Context: an optimization exercise on an open-source flow, tuned for small area and a short achievable clock period. The choices shown serve that exercise and are no tape-out recipe. Only simulation tests tie the RTL to the original design; equivalence was not proved. Power figures rest on the tool's default switching activity, not on a simulated workload.

==> 03-01 <==
==> flow/design.v <==
module alu (
    input  [31:0] a,
    input  [31:0] b,
    input         sub,       
    input         lu_ka,     
    input         lu_kb,
    input         s_sum,
    input         s_lu,
    input         s_sll,
    input         s_srl,
    input         s_lt,
    output [31:0] result,
    output        lt,        
    output        eq         
);
wire [31:0] bx = b ^ {32{sub}};
wire [31:0] p;
wire [31:0] c;             
wire        cout;
genvar i;
generate
for (i = 0; i < 32; i = i + 1) begin : px
  g_xor2 u(.a(a[i]), .b(bx[i]), .y(p[i]));
end
endgenerate
prefix32 pf(.g(a & bx), .p(p), .cin(sub), .c(c), .cout(cout));
wire [31:0] sum;
generate
for (i = 0; i < 32; i = i + 1) begin : sx
  g_xor2 u(.a(p[i]), .b(c[i]), .y(sum[i]));
end
endgenerate
assign lt = ~cout;
assign eq = &p;
wire [31:0] lu  = (a & ({32{lu_ka}} | b)) | (b & {32{lu_kb}});
wire [31:0] arev, trev;
generate
for (i = 0; i < 32; i = i + 1) begin : rv
  assign arev[i] = a[31-i];
end
endgenerate
wire [31:0] t = (s_srl ? arev : a) << b[4:0];
generate
for (i = 0; i < 32; i = i + 1) begin : rt
  assign trev[i] = t[31-i];
end
endgenerate
wire [31:0] shl = t;
wire [31:0] shr = trev;
assign result = ({32{s_sum}} & sum[31:0]) |
                ({32{s_lu}}  & lu) |
                ({32{s_sll}} & shl) |
                ({32{s_srl}} & shr) |
                {31'b0, s_lt & lt};
endmodule
module prefix32(input [31:0] g, input [31:0] p, input cin, output [31:0] c, output cout);
wire [32:0] G [0:6];
wire [32:0] P [0:6];
assign G[0] = {g, cin};
assign P[0] = {p, 1'b0};
genvar l, k;
generate
for (l = 0; l < 6; l = l + 1) begin : lv
  for (k = 0; k < 33; k = k + 1) begin : bt
    if ((k >> l) & 1) begin : op
      assign G[l+1][k] = G[l][k] | (P[l][k] & G[l][((k >> l) << l) - 1]);
      assign P[l+1][k] = P[l][k] & P[l][((k >> l) << l) - 1];
    end else begin : pass
      assign G[l+1][k] = G[l][k];
      assign P[l+1][k] = P[l][k];
    end
  end
end
endgenerate
assign c = G[6][31:0];
assign cout = G[6][32];
endmodule
module g_xor2(input a, b, output y);
assign y = a ^ b;
endmodule
module register_veda(
    input         clock,
    input         reset,
    input  [4:0]  read_reg_num1,
    input  [4:0]  read_reg_num2,
    input         write_enable,
    input  [4:0]  write_reg,
    input  [31:0] write_data,
    output [31:0] read_data1,
    output [31:0] read_data2
);
function [31:0] init_value;
input [4:0] idx;
begin
case(idx)
5'd0: init_value=17;
5'd17: init_value=16;
5'd18: init_value=4;
5'd19: init_value=2;
5'd20: init_value=3;
5'd21: init_value=10;
5'd22: init_value=9;
5'd23: init_value=11;
5'd24: init_value=8;
5'd25: init_value=7;
5'd26: init_value=6;
5'd27: init_value=1;
5'd29: init_value=1;
5'd30: init_value=11;
default: init_value=0;
endcase
end
endfunction
wire [31:0] bus0 = write_data & {32{~reset}};    
wire [31:0] bus1 = write_data | {32{reset}};     
wire [31:0] mem [31:0];
wire [31:0] sel1, sel2;
genvar g, b;
generate
for (g = 0; g < 32; g = g + 1) begin : regs
  localparam [31:0] IV = init_value(g);
  wire wr = reset | (write_enable & (write_reg == g));
  reg [31:0] r;
  for (b = 0; b < 32; b = b + 1) begin : bits
    always @(posedge clock)
      if (wr) r[b] <= IV[b] ? bus1[b] : bus0[b];
  end
  assign mem[g] = r;
  assign sel1[g] = (read_reg_num1 == g);
  assign sel2[g] = (read_reg_num2 == g);
end
endgenerate
wire [1023:0] flat;
generate
for (g = 0; g < 32; g = g + 1) begin : fl
  assign flat[g*32 +: 32] = mem[g];
end
for (b = 0; b < 32; b = b + 1) begin : rp
  wire [31:0] col;
  for (g = 0; g < 32; g = g + 1) begin : c
    assign col[g] = flat[g*32 + b];
  end
  rdcol p1(.sel(sel1), .d(col), .y(read_data1[b]));
  rdcol p2(.sel(sel2), .d(col), .y(read_data2[b]));
end
endgenerate
endmodule
module rdcol(input [31:0] sel, input [31:0] d, output y);
assign y = |(sel & d);
endmodule
module control(
    input  [5:0] op,
    output       we,
    output       imm_a,      
    output       dst_rs,     
    output       dst_rt,     
    output       sub,
    output       lu_ka,
    output       lu_kb,
    output       s_sum,
    output       s_lu,
    output       s_sll,
    output       s_srl,
    output       s_lt,
    output       b_eq,       
    output       b_ne,       
    output       b_ge,       
    output       b_le,       
    output       b_lt,       
    output       jmp_abs,    
    output       jmp_reg     
);
wire o_add  = (op == 6'd0) | (op == 6'd2) | (op == 6'd4) | (op == 6'd5);
wire o_sub  = (op == 6'd1) | (op == 6'd3);
wire o_and  = (op == 6'd6) | (op == 6'd8);
wire o_or   = (op == 6'd7) | (op == 6'd9);
wire o_sll  = (op == 6'd10);
wire o_srl  = (op == 6'd11);
wire o_lw   = (op == 6'd12);
wire o_sw   = (op == 6'd13);
wire o_slt  = (op == 6'd23) | (op == 6'd24);
assign we      = o_add | o_sub | o_and | o_or | o_sll | o_srl | o_lw | o_sw | o_slt;
assign imm_a   = (op == 6'd4) | (op == 6'd5) | (op == 6'd8) | (op == 6'd9) |
                 (op == 6'd14) | (op == 6'd24);
assign dst_rs  = o_lw;
assign dst_rt  = o_sw;
assign sub     = ~(o_add);
assign lu_ka   = o_or | o_sw;
assign lu_kb   = o_or | o_lw;
assign s_sum   = o_add | o_sub;
assign s_lu    = o_and | o_or | o_lw | o_sw;
assign s_sll   = o_sll;
assign s_srl   = o_srl;
assign s_lt    = o_slt;
assign b_eq    = (op == 6'd14);
assign b_ne    = (op == 6'd15);
assign b_ge    = (op == 6'd17);
assign b_le    = (op == 6'd18);
assign b_lt    = (op == 6'd19);
assign jmp_abs = (op == 6'd20) | (op == 6'd22);
assign jmp_reg = (op == 6'd21);
endmodule
module datapath(
    input         clock,
    input         reset,
    input  [31:0] instr,
    input         wb_we,
    input  [4:0]  wb_waddr,
    input  [31:0] wb_data,
    output        we,
    output [4:0]  waddr,
    output [31:0] result,
    output        taken,
    output        rel,       
    output [7:0]  tgt
);
wire [4:0] rs = instr[25:21];
wire [4:0] rt = instr[20:16];
wire [4:0] rd = instr[15:11];
wire imm_a, dst_rs, dst_rt, sub, lu_ka, lu_kb, s_sum, s_lu, s_sll, s_srl, s_lt;
wire b_eq, b_ne, b_ge, b_le, b_lt, jmp_abs, jmp_reg;
control cntrl(
    .op(instr[31:26]), .we(we), .imm_a(imm_a), .dst_rs(dst_rs), .dst_rt(dst_rt),
    .sub(sub), .lu_ka(lu_ka), .lu_kb(lu_kb), .s_sum(s_sum), .s_lu(s_lu),
    .s_sll(s_sll), .s_srl(s_srl), .s_lt(s_lt), .b_eq(b_eq), .b_ne(b_ne),
    .b_ge(b_ge), .b_le(b_le), .b_lt(b_lt), .jmp_abs(jmp_abs), .jmp_reg(jmp_reg));
wire [31:0] rd1, rd2;
register_veda reg_file_module(
    .clock(clock), .reset(reset),
    .read_reg_num1(rs), .read_reg_num2(rt),
    .write_enable(wb_we), .write_reg(wb_waddr), .write_data(wb_data),
    .read_data1(rd1), .read_data2(rd2));
wire fwd1 = wb_we & (wb_waddr == rs);
wire fwd2 = wb_we & (wb_waddr == rt);
wire [31:0] r1 = fwd1 ? wb_data : rd1;
wire [31:0] r2 = fwd2 ? wb_data : rd2;
wire [31:0] a = imm_a ? {16'b0, instr[15:0]} : r1;
wire [31:0] b = r2;
wire lt, eq;
alu alu_module(
    .a(a), .b(b), .sub(sub), .lu_ka(lu_ka), .lu_kb(lu_kb),
    .s_sum(s_sum), .s_lu(s_lu), .s_sll(s_sll), .s_srl(s_srl), .s_lt(s_lt),
    .result(result), .lt(lt), .eq(eq));
assign waddr = dst_rs ? rs : dst_rt ? rt : rd;
assign taken = (b_eq & eq) | (b_ne & ~eq) | (b_ge & ~lt) | (b_le & (lt | eq)) |
               (b_lt & lt) | jmp_abs | jmp_reg;
assign rel   = ~(jmp_abs | jmp_reg);
assign tgt   = jmp_reg ? r1[7:0] : instr[7:0];
endmodule
module cse_bubble(
input clk,
input reset,
output [7:0] imem_addr,
input [31:0] imem_data,
output rf_we,
output [4:0] rf_waddr,
output [31:0] rf_wdata
);
reg [7:0]  program_counter;
reg        we_r;
reg [4:0]  waddr_r;
reg [31:0] result_r;
reg        taken_r;
reg        rel_r;
reg [7:0]  tgt_r;
wire        we;
wire [4:0]  waddr;
wire [31:0] result;
wire        taken, rel;
wire [7:0]  tgt;
datapath dp1(
    .clock(clk), .reset(reset), .instr(imem_data),
    .wb_we(we_r), .wb_waddr(waddr_r), .wb_data(result_r),
    .we(we), .waddr(waddr), .result(result),
    .taken(taken), .rel(rel), .tgt(tgt));
wire [7:0] pc1 = program_counter + 8'd1;
wire [7:0] new_pc = ~taken_r ? pc1 : rel_r ? pc1 + tgt_r : tgt_r;
always @(posedge clk, posedge reset) begin
  if (reset) begin
    program_counter <= 8'd0;
    we_r     <= 1'b1;
    waddr_r  <= 5'd0;
    result_r <= 32'd34;
    taken_r  <= 1'b0;
    rel_r    <= 1'b1;
    tgt_r    <= 8'd0;
  end else begin
    program_counter <= new_pc;
    we_r     <= we;
    waddr_r  <= waddr;
    result_r <= result;
    taken_r  <= taken;
    rel_r    <= rel;
    tgt_r    <= tgt;
  end
end
assign imem_addr = program_counter;
assign rf_we     = we_r;
assign rf_waddr  = waddr_r;
assign rf_wdata  = result_r;
endmodule
==> flow/run.sh <==
#!/bin/bash
# synth_recipe.tcl (not shown) runs the flow's synth.tcl, then flattens the netlist and writes it again
# the make line also repeats each setting of config.mk as NAME=value (left out here)
make -C /OpenROAD-flow-scripts/flow DESIGN_CONFIG=/design/flow/config.mk WORK_HOME=/design/flow/orfs CLKGATE_MAP_FILE= SYNTH_SCRIPT=/design/flow/synth_recipe.tcl finish
==> flow/config.mk <==
export PLATFORM = sky130hd
export DESIGN_NAME = cse_bubble
export DESIGN_NICKNAME = cse_bubble
export VERILOG_FILES = /design/flow/design.v
export SDC_FILE = /design/flow/constraint.sdc
export NUM_CORES = 4
export LEC_CHECK = 0
export CAP_MARGIN = 20
export CORE_MARGIN = 2
export CORE_UTILIZATION = 55
export CTS_BUF_LIST = sky130_fd_sc_hd__clkbuf_4
export CTS_CLUSTER_SIZE = 30
export SETUP_SLACK_MARGIN = 5
export SLEW_MARGIN = 20
export SYNTH_HIERARCHICAL = 1
export SYNTH_MINIMUM_KEEP_SIZE = 0
==> flow/constraint.sdc <==
create_clock -name core_clock -period 11.0 [get_ports {clk}]
set_input_delay 2.2000 -clock core_clock [delete_from_list [all_inputs] [get_ports {clk}]]
set_output_delay 2.2000 -clock core_clock [all_outputs]
set_load 0.01 [all_outputs]
==> inputs of 08-05, as changes to 03-01 <==
--- a/flow/design.v
+++ b/flow/design.v
@@ -14,38 +14,10 @@
     output        eq         
 );
-wire [31:0] bx = b ^ {32{sub}};
-wire [31:0] p;
-wire [31:0] c;             
-wire        cout;
-genvar i;
-generate
-for (i = 0; i < 32; i = i + 1) begin : px
-  g_xor2 u(.a(a[i]), .b(bx[i]), .y(p[i]));
-end
-endgenerate
-prefix32 pf(.g(a & bx), .p(p), .cin(sub), .c(c), .cout(cout));
-wire [31:0] sum;
-generate
-for (i = 0; i < 32; i = i + 1) begin : sx
-  g_xor2 u(.a(p[i]), .b(c[i]), .y(sum[i]));
-end
-endgenerate
-assign lt = ~cout;
-assign eq = &p;
+wire [32:0] sum = {1'b0, a} + {1'b0, b ^ {32{sub}}} + {32'b0, sub};
+assign lt = ~sum[32];
+assign eq = (a == b);
 wire [31:0] lu  = (a & ({32{lu_ka}} | b)) | (b & {32{lu_kb}});
-wire [31:0] arev, trev;
-generate
-for (i = 0; i < 32; i = i + 1) begin : rv
-  assign arev[i] = a[31-i];
-end
-endgenerate
-wire [31:0] t = (s_srl ? arev : a) << b[4:0];
-generate
-for (i = 0; i < 32; i = i + 1) begin : rt
-  assign trev[i] = t[31-i];
-end
-endgenerate
-wire [31:0] shl = t;
-wire [31:0] shr = trev;
+wire [31:0] shl = a << b[4:0];
+wire [31:0] shr = a >> b[4:0];
 assign result = ({32{s_sum}} & sum[31:0]) |
                 ({32{s_lu}}  & lu) |
@@ -53,29 +25,4 @@
                 ({32{s_srl}} & shr) |
                 {31'b0, s_lt & lt};
-endmodule
-module prefix32(input [31:0] g, input [31:0] p, input cin, output [31:0] c, output cout);
-wire [32:0] G [0:6];
-wire [32:0] P [0:6];
-assign G[0] = {g, cin};
-assign P[0] = {p, 1'b0};
-genvar l, k;
-generate
-for (l = 0; l < 6; l = l + 1) begin : lv
-  for (k = 0; k < 33; k = k + 1) begin : bt
-    if ((k >> l) & 1) begin : op
-      assign G[l+1][k] = G[l][k] | (P[l][k] & G[l][((k >> l) << l) - 1]);
-      assign P[l+1][k] = P[l][k] & P[l][((k >> l) << l) - 1];
-    end else begin : pass
-      assign G[l+1][k] = G[l][k];
-      assign P[l+1][k] = P[l][k];
-    end
-  end
-end
-endgenerate
-assign c = G[6][31:0];
-assign cout = G[6][32];
-endmodule
-module g_xor2(input a, b, output y);
-assign y = a ^ b;
 endmodule
 module register_veda(
CTS_BUF_LIST = default   (was sky130_fd_sc_hd__clkbuf_4)
CTS_CLUSTER_SIZE = default   (was 30)
==> inputs of 12-27, as changes to 03-01 <==
--- a/flow/design.v
+++ b/flow/design.v
@@ -2,4 +2,5 @@
     input  [31:0] a,
     input  [31:0] b,
+    input         reset,
     input         sub,       
     input         lu_ka,     
@@ -10,5 +11,6 @@
     input         s_srl,
     input         s_lt,
-    output [31:0] result,
+    output [31:0] bus0,      
+    output [31:0] bus1,      
     output        lt,        
     output        eq         
@@ -40,5 +42,5 @@
 end
 endgenerate
-wire [31:0] t = (s_srl ? arev : a) << b[4:0];
+wire [31:0] t   = (s_srl ? arev : a) << b[4:0];
 generate
 for (i = 0; i < 32; i = i + 1) begin : rt
@@ -48,32 +50,59 @@
 wire [31:0] shl = t;
 wire [31:0] shr = trev;
-assign result = ({32{s_sum}} & sum[31:0]) |
-                ({32{s_lu}}  & lu) |
-                ({32{s_sll}} & shl) |
-                ({32{s_srl}} & shr) |
-                {31'b0, s_lt & lt};
+wire k_sum = s_sum & ~reset;
+wire k_lu  = s_lu  & ~reset;
+wire k_sll = s_sll & ~reset;
+wire k_srl = s_srl & ~reset;
+wire k_lt  = s_lt  & ~reset;
+wire [31:0] result;
+generate
+for (i = 0; i < 32; i = i + 1) begin : rm
+  if (i == 0) begin : b0
+    wire [4:0] n;
+    g_nand2 n0(.a(k_sum), .b(sum[i]), .y(n[0]));
+    g_nand2 n1(.a(k_sll), .b(shl[i]), .y(n[1]));
+    g_nand2 n2(.a(k_srl), .b(shr[i]), .y(n[2]));
+    g_nand2 n3(.a(k_lu),  .b(lu[i]),  .y(n[3]));
+    g_nand2 n4(.a(k_lt),  .b(lt),     .y(n[4]));
+    assign result[i] = ~&n;
+  end else begin : bn
+    wire [3:0] n;
+    g_nand2 n0(.a(k_sum), .b(sum[i]), .y(n[0]));
+    g_nand2 n1(.a(k_sll), .b(shl[i]), .y(n[1]));
+    g_nand2 n2(.a(k_srl), .b(shr[i]), .y(n[2]));
+    g_nand2 n3(.a(k_lu),  .b(lu[i]),  .y(n[3]));
+    g_nand4 o(.a(n[0]), .b(n[1]), .c(n[2]), .d(n[3]), .y(result[i]));
+  end
+end
+endgenerate
+assign bus0 = result;
+assign bus1 = result | {32{reset}};
 endmodule
 module prefix32(input [31:0] g, input [31:0] p, input cin, output [31:0] c, output cout);
-wire [32:0] G [0:6];
-wire [32:0] P [0:6];
-assign G[0] = {g, cin};
-assign P[0] = {p, 1'b0};
-genvar l, k;
-generate
-for (l = 0; l < 6; l = l + 1) begin : lv
-  for (k = 0; k < 33; k = k + 1) begin : bt
-    if ((k >> l) & 1) begin : op
-      assign G[l+1][k] = G[l][k] | (P[l][k] & G[l][((k >> l) << l) - 1]);
-      assign P[l+1][k] = P[l][k] & P[l][((k >> l) << l) - 1];
-    end else begin : pass
-      assign G[l+1][k] = G[l][k];
-      assign P[l+1][k] = P[l][k];
+reg [32:0] G [0:6];
+reg [32:0] P [0:6];
+integer l, k, j;
+always @(*) begin
+  G[0] = {g, cin};
+  P[0] = {p, 1'b0};
+  for (l = 0; l < 6; l = l + 1) begin
+    for (k = 0; k < 33; k = k + 1) begin
+      if ((k >> l) & 1) begin
+        j = ((k >> l) << l) - 1;
+        G[l+1][k] = G[l][k] | (P[l][k] & G[l][j]);
+        P[l+1][k] = P[l][k] & P[l][j];
+      end else begin
+        G[l+1][k] = G[l][k];
+        P[l+1][k] = P[l][k];
+      end
     end
   end
 end
-endgenerate
 assign c = G[6][31:0];
 assign cout = G[6][32];
 endmodule
+module g_nand4(input a, b, c, d, output y);
+assign y = ~(a & b & c & d);
+endmodule
 module g_xor2(input a, b, output y);
 assign y = a ^ b;
@@ -82,9 +111,11 @@
     input         clock,
     input         reset,
-    input  [4:0]  read_reg_num1,
-    input  [4:0]  read_reg_num2,
-    input         write_enable,
-    input  [4:0]  write_reg,
-    input  [31:0] write_data,
+    input  [31:0] sel1,        
+    input  [31:0] sel2,        
+    input         imm_a,       
+    input  [15:0] imm,
+    input  [31:0] wr,          
+    input  [31:0] bus0,
+    input  [31:0] bus1,
     output [31:0] read_data1,
     output [31:0] read_data2
@@ -94,5 +125,5 @@
 begin
 case(idx)
-5'd0: init_value=17;
+5'd0: init_value=34;
 5'd17: init_value=16;
 5'd18: init_value=4;
@@ -112,40 +143,79 @@
 end
 endfunction
-wire [31:0] bus0 = write_data & {32{~reset}};    
-wire [31:0] bus1 = write_data | {32{reset}};     
-wire [31:0] mem [31:0];
-wire [31:0] sel1, sel2;
+wire [31:0] col [31:0];    
 genvar g, b;
 generate
 for (g = 0; g < 32; g = g + 1) begin : regs
   localparam [31:0] IV = init_value(g);
-  wire wr = reset | (write_enable & (write_reg == g));
   reg [31:0] r;
   for (b = 0; b < 32; b = b + 1) begin : bits
     always @(posedge clock)
-      if (wr) r[b] <= IV[b] ? bus1[b] : bus0[b];
+      if (wr[g]) r[b] <= IV[b] ? bus1[b] : bus0[b];
+    assign col[b][g] = r[b];
   end
-  assign mem[g] = r;
-  assign sel1[g] = (read_reg_num1 == g);
-  assign sel2[g] = (read_reg_num2 == g);
-end
-endgenerate
-wire [1023:0] flat;
-generate
-for (g = 0; g < 32; g = g + 1) begin : fl
-  assign flat[g*32 +: 32] = mem[g];
 end
 for (b = 0; b < 32; b = b + 1) begin : rp
-  wire [31:0] col;
-  for (g = 0; g < 32; g = g + 1) begin : c
-    assign col[g] = flat[g*32 + b];
+  if (b < 16) begin : lo
+    rdcolx p1(.sel(sel1), .d(col[b]), .u(~imm_a), .k(imm_a & ~imm[b]), .y(read_data1[b]));
+  end else begin : hi
+    rdcolz p1(.sel(sel1), .d(col[b]), .z(imm_a), .y(read_data1[b]));
   end
-  rdcol p1(.sel(sel1), .d(col), .y(read_data1[b]));
-  rdcol p2(.sel(sel2), .d(col), .y(read_data2[b]));
+  rdcol p2(.sel(sel2), .d(col[b]), .y(read_data2[b]));
 end
 endgenerate
 endmodule
 module rdcol(input [31:0] sel, input [31:0] d, output y);
-assign y = |(sel & d);
+wire [3:0] m;
+wire [1:0] o;
+genvar k;
+generate
+for (k = 0; k < 4; k = k + 1) begin : q
+  rd8 u(.s(sel[8*k +: 8]), .d(d[8*k +: 8]), .y(m[k]));
+end
+endgenerate
+g_nor2 o0(.a(m[0]), .b(m[1]), .y(o[0]));
+g_nor2 o1(.a(m[2]), .b(m[3]), .y(o[1]));
+g_nand2 oy(.a(o[0]), .b(o[1]), .y(y));
+endmodule
+module rdcolx(input [31:0] sel, input [31:0] d, input u, input k, output y);
+wire [3:0] m;
+wire [1:0] o;
+genvar q;
+generate
+for (q = 0; q < 4; q = q + 1) begin : r
+  rd8 v(.s(sel[8*q +: 8]), .d(d[8*q +: 8]), .y(m[q]));
+end
+endgenerate
+g_nor2 o0(.a(m[0]), .b(m[1]), .y(o[0]));
+g_nor2 o1(.a(m[2]), .b(m[3]), .y(o[1]));
+g_a31oi oy(.a(o[0]), .b(o[1]), .c(u), .d(k), .y(y));
+endmodule
+module rdcolz(input [31:0] sel, input [31:0] d, input z, output y);
+wire [3:0] m;
+wire [1:0] o;
+genvar q;
+generate
+for (q = 0; q < 4; q = q + 1) begin : r
+  rd8 v(.s(sel[8*q +: 8]), .d(d[8*q +: 8]), .y(m[q]));
+end
+endgenerate
+g_nor2 o0(.a(m[0]), .b(m[1]), .y(o[0]));
+g_nor2 o1(.a(m[2]), .b(m[3]), .y(o[1]));
+g_a21oi oy(.a(o[0]), .b(o[1]), .c(z), .y(y));
+endmodule
+module rd8(input [7:0] s, input [7:0] d, output y);
+assign y = |(s & d);
+endmodule
+module g_a31oi(input a, b, c, d, output y);
+assign y = ~((a & b & c) | d);
+endmodule
+module g_a21oi(input a, b, c, output y);
+assign y = ~((a & b) | c);
+endmodule
+module g_nand2(input a, b, output y);
+assign y = ~(a & b);
+endmodule
+module g_nor2(input a, b, output y);
+assign y = ~(a | b);
 endmodule
 module control(
@@ -205,7 +275,4 @@
     input         reset,
     input  [31:0] instr,
-    input         wb_we,
-    input  [4:0]  wb_waddr,
-    input  [31:0] wb_data,
     output        we,
     output [4:0]  waddr,
@@ -225,26 +292,34 @@
     .s_sll(s_sll), .s_srl(s_srl), .s_lt(s_lt), .b_eq(b_eq), .b_ne(b_ne),
     .b_ge(b_ge), .b_le(b_le), .b_lt(b_lt), .jmp_abs(jmp_abs), .jmp_reg(jmp_reg));
-wire [31:0] rd1, rd2;
+wire [3:0] hi1 = 4'b0001 << rs[4:3];
+wire [7:0] lo1 = 8'b00000001 << rs[2:0];
+wire [3:0] hi2 = 4'b0001 << rt[4:3];
+wire [7:0] lo2 = 8'b00000001 << rt[2:0];
+wire [31:0] sel1, sel2;
+genvar i;
+generate
+for (i = 0; i < 32; i = i + 1) begin : sl
+  assign sel1[i] = hi1[i >> 3] & lo1[i & 7];
+  assign sel2[i] = hi2[i >> 3] & lo2[i & 7];
+end
+endgenerate
+assign waddr = dst_rs ? rs : dst_rt ? rt : rd;
+wire [31:0] wr = {32{reset}} | ({32{we}} & (32'd1 << waddr));
+wire [31:0] a, b, bus0, bus1;
 register_veda reg_file_module(
     .clock(clock), .reset(reset),
-    .read_reg_num1(rs), .read_reg_num2(rt),
-    .write_enable(wb_we), .write_reg(wb_waddr), .write_data(wb_data),
-    .read_data1(rd1), .read_data2(rd2));
-wire fwd1 = wb_we & (wb_waddr == rs);
-wire fwd2 = wb_we & (wb_waddr == rt);
-wire [31:0] r1 = fwd1 ? wb_data : rd1;
-wire [31:0] r2 = fwd2 ? wb_data : rd2;
-wire [31:0] a = imm_a ? {16'b0, instr[15:0]} : r1;
-wire [31:0] b = r2;
+    .sel1(sel1), .sel2(sel2), .imm_a(imm_a), .imm(instr[15:0]),
+    .wr(wr), .bus0(bus0), .bus1(bus1),
+    .read_data1(a), .read_data2(b));
 wire lt, eq;
 alu alu_module(
-    .a(a), .b(b), .sub(sub), .lu_ka(lu_ka), .lu_kb(lu_kb),
+    .a(a), .b(b), .reset(reset), .sub(sub), .lu_ka(lu_ka), .lu_kb(lu_kb),
     .s_sum(s_sum), .s_lu(s_lu), .s_sll(s_sll), .s_srl(s_srl), .s_lt(s_lt),
-    .result(result), .lt(lt), .eq(eq));
-assign waddr = dst_rs ? rs : dst_rt ? rt : rd;
+    .bus0(bus0), .bus1(bus1), .lt(lt), .eq(eq));
+assign result = bus0;
 assign taken = (b_eq & eq) | (b_ne & ~eq) | (b_ge & ~lt) | (b_le & (lt | eq)) |
                (b_lt & lt) | jmp_abs | jmp_reg;
 assign rel   = ~(jmp_abs | jmp_reg);
-assign tgt   = jmp_reg ? r1[7:0] : instr[7:0];
+assign tgt   = jmp_reg ? a[7:0] : instr[7:0];
 endmodule
 module cse_bubble(
@@ -271,5 +346,4 @@
 datapath dp1(
     .clock(clk), .reset(reset), .instr(imem_data),
-    .wb_we(we_r), .wb_waddr(waddr_r), .wb_data(result_r),
     .we(we), .waddr(waddr), .result(result),
     .taken(taken), .rel(rel), .tgt(tgt));
==> inputs of 03-25, as changes to 03-01 <==
--- a/flow/design.v
+++ b/flow/design.v
@@ -14,38 +14,10 @@
     output        eq         
 );
-wire [31:0] bx = b ^ {32{sub}};
-wire [31:0] p;
-wire [31:0] c;             
-wire        cout;
-genvar i;
-generate
-for (i = 0; i < 32; i = i + 1) begin : px
-  g_xor2 u(.a(a[i]), .b(bx[i]), .y(p[i]));
-end
-endgenerate
-prefix32 pf(.g(a & bx), .p(p), .cin(sub), .c(c), .cout(cout));
-wire [31:0] sum;
-generate
-for (i = 0; i < 32; i = i + 1) begin : sx
-  g_xor2 u(.a(p[i]), .b(c[i]), .y(sum[i]));
-end
-endgenerate
-assign lt = ~cout;
-assign eq = &p;
+wire [32:0] sum = {1'b0, a} + {1'b0, b ^ {32{sub}}} + {32'b0, sub};
+assign lt = ~sum[32];
+assign eq = (a == b);
 wire [31:0] lu  = (a & ({32{lu_ka}} | b)) | (b & {32{lu_kb}});
-wire [31:0] arev, trev;
-generate
-for (i = 0; i < 32; i = i + 1) begin : rv
-  assign arev[i] = a[31-i];
-end
-endgenerate
-wire [31:0] t = (s_srl ? arev : a) << b[4:0];
-generate
-for (i = 0; i < 32; i = i + 1) begin : rt
-  assign trev[i] = t[31-i];
-end
-endgenerate
-wire [31:0] shl = t;
-wire [31:0] shr = trev;
+wire [31:0] shl = a << b[4:0];
+wire [31:0] shr = a >> b[4:0];
 assign result = ({32{s_sum}} & sum[31:0]) |
                 ({32{s_lu}}  & lu) |
@@ -53,29 +25,4 @@
                 ({32{s_srl}} & shr) |
                 {31'b0, s_lt & lt};
-endmodule
-module prefix32(input [31:0] g, input [31:0] p, input cin, output [31:0] c, output cout);
-wire [32:0] G [0:6];
-wire [32:0] P [0:6];
-assign G[0] = {g, cin};
-assign P[0] = {p, 1'b0};
-genvar l, k;
-generate
-for (l = 0; l < 6; l = l + 1) begin : lv
-  for (k = 0; k < 33; k = k + 1) begin : bt
-    if ((k >> l) & 1) begin : op
-      assign G[l+1][k] = G[l][k] | (P[l][k] & G[l][((k >> l) << l) - 1]);
-      assign P[l+1][k] = P[l][k] & P[l][((k >> l) << l) - 1];
-    end else begin : pass
-      assign G[l+1][k] = G[l][k];
-      assign P[l+1][k] = P[l][k];
-    end
-  end
-end
-endgenerate
-assign c = G[6][31:0];
-assign cout = G[6][32];
-endmodule
-module g_xor2(input a, b, output y);
-assign y = a ^ b;
 endmodule
 module register_veda(
==> metrics.md <==
| Metric | Value |
|---|---|
| VDD IR-drop max | 0.121 mV |
| Met1 layer wirelength in the final routing | 77000 um |
| Endpoint of the worst hold path | program_counter[3] |
| Number of rows in the core area | approximately 110 |
| Core region area | about 95000 um2 |
| Delay-heaviest family, CP | compound AO/OA/AOI/OAI gates |
| Status | no timing/DRC/antenna violations |
| Worst hold path stage count | 2 |
| Post-synthesis share of cell area spent on xor and xnor gates | 0.0180 |
| Pleak | ~22 nW |
| Number of standard cells after synthesis | 3890 |
| Worst-case register-to-register setup slack | 5.76 ns |
-- figures above: 03-25

==> metrics.md <==
| Metric | Value |
|---|---|
| Worst hold path stage count | 2 |
| Pleak | 22.5 nW |
| Sequential-to-total area share from yosys stat | 0.612 |
| Delay-heaviest family, CP | simple AND/OR/NAND/NOR gates |
| Post-synthesis share of cell area spent on xor and xnor gates | 0.0180 |
| Core region area | 94900 um2 |
| VDD IR-drop max | 0.177 mV |
| Worst-case register-to-register setup slack | 5.98 ns |
| Number of standard cells after synthesis | 3890 |
| Met1 layer wirelength in the final routing | 77800 um |
| Fraction of the mapped netlist area in adder cells | 0.0124 |
| Number of rows in the core area | between 100 and 150 |
| Endpoint of the worst hold path | program_counter[0] |
| Largest registers | dp1.reg_file_module.regs.r x1024, result_r x32 |
| Status | no timing/DRC/antenna violations |
| Number of global-route vias before repair | 42375 |
-- figures above: 08-05

==> metrics.md <==
| Metric | Value |
|---|---|
| VDD IR-drop max | 0.106 mV |
| Layout non-clock buf frac | 0.0709 |
| Worst hold path stage count | 1 |
| Largest registers | dp1.reg_file_module.regs.r x1024, result_r x32 |
| Endpoint of the worst hold path | program_counter[7] |
| Unrepaired setup endpoints after global routing | yes |
| Worst-case register-to-register setup slack | roughly 6.5 ns |
| Core region area | 89600 um2 |
| Pleak | ~21 nW |
| Status | no timing/DRC/antenna violations |
| Met1 layer wirelength in the final routing | 69900 um |
| Switching component of the power | between 0.003 and 0.004 W |
| Delay-heaviest family, CP | simple AND/OR/NAND/NOR gates |
| Number of standard cells after synthesis | 3638 |
-- figures above: 12-27

==> metrics.md <==
| Metric | Value |
|---|---|
| Register share of total power | 0.468 |
| Worst hold path stage count | 1 |
| Final non-filler cell total | 5823 |
| Number of global-route vias before repair | 41721 |
| Hold_ws | about 0.52 ns |
| Critical Path Source | imem_data[19] |
| Delay-heaviest family, CP | simple AND/OR/NAND/NOR gates |
| Share of cell area taken by flip-flops and latches | 0.510 |
| Endpoint of the worst hold path | program_counter[7] |
| Status | no timing/DRC/antenna violations |
| VDD IR-drop max | 0.131 mV |
| Number of ordinary and repair buffers in the finished layout | 474 |
| Total power | around 0.011 W |
| Pleak | approximately 22 nW |
| Clock-pin transition on the worst setup and hold timing paths | 0.07 ns |
| Utilization after layout | 0.678 |
| Total wire length | 229000 um |
| Post-detailed-route wirelength per cell | 39.4 um |
-- figures above: 03-01

## static timing again, ports no longer ideal
How much do the figures lean on ideal ports? The routed layouts below were timed once more, with nothing changed but the port constraints. Step 1 (the two cells are an assumption about what drives the block):
set clk [get_ports {clk}]
set_driving_cell -lib_cell sky130_fd_sc_hd__clkbuf_16 $clk
set_driving_cell -lib_cell sky130_fd_sc_hd__buf_2 [delete_from_list [all_inputs] $clk]
Step 2 moves the port delays by t, midway between the first and last clock arrival at a register: inputs arrive t later, outputs are due t later. That takes back most of the time a late clock gives input paths. Slacks: ideal / step 1 / step 2; pairs: ideal / step 1.
run	t (ns)	setup slack, ns	worst hold slack (ns)	worst setup path at the end	clock arrival spread, ns
03-01	1.251	4.475 / 4.494 / 3.244	0.522 / 0.522 / 0.522	input to register	0.116 / 0.115
08-05	0.789	4.652 / 4.638 / 3.849	0.608 / 0.608 / 0.608	input to register	0.050 / 0.051
12-27	1.219	4.869 / 4.783 / 3.564	0.516 / 0.516 / 0.516	input to register	0.098 / 0.098
03-25	1.236	4.962 / 5.007 / 3.772	0.606 / 0.606 / 0.606	input to register	0.109 / 0.109
After both steps setup and hold are still met in every run listed. The setup slack of 12-27, which loses most, moves by -0.086 ns with the drivers and by -1.305 ns with both steps.
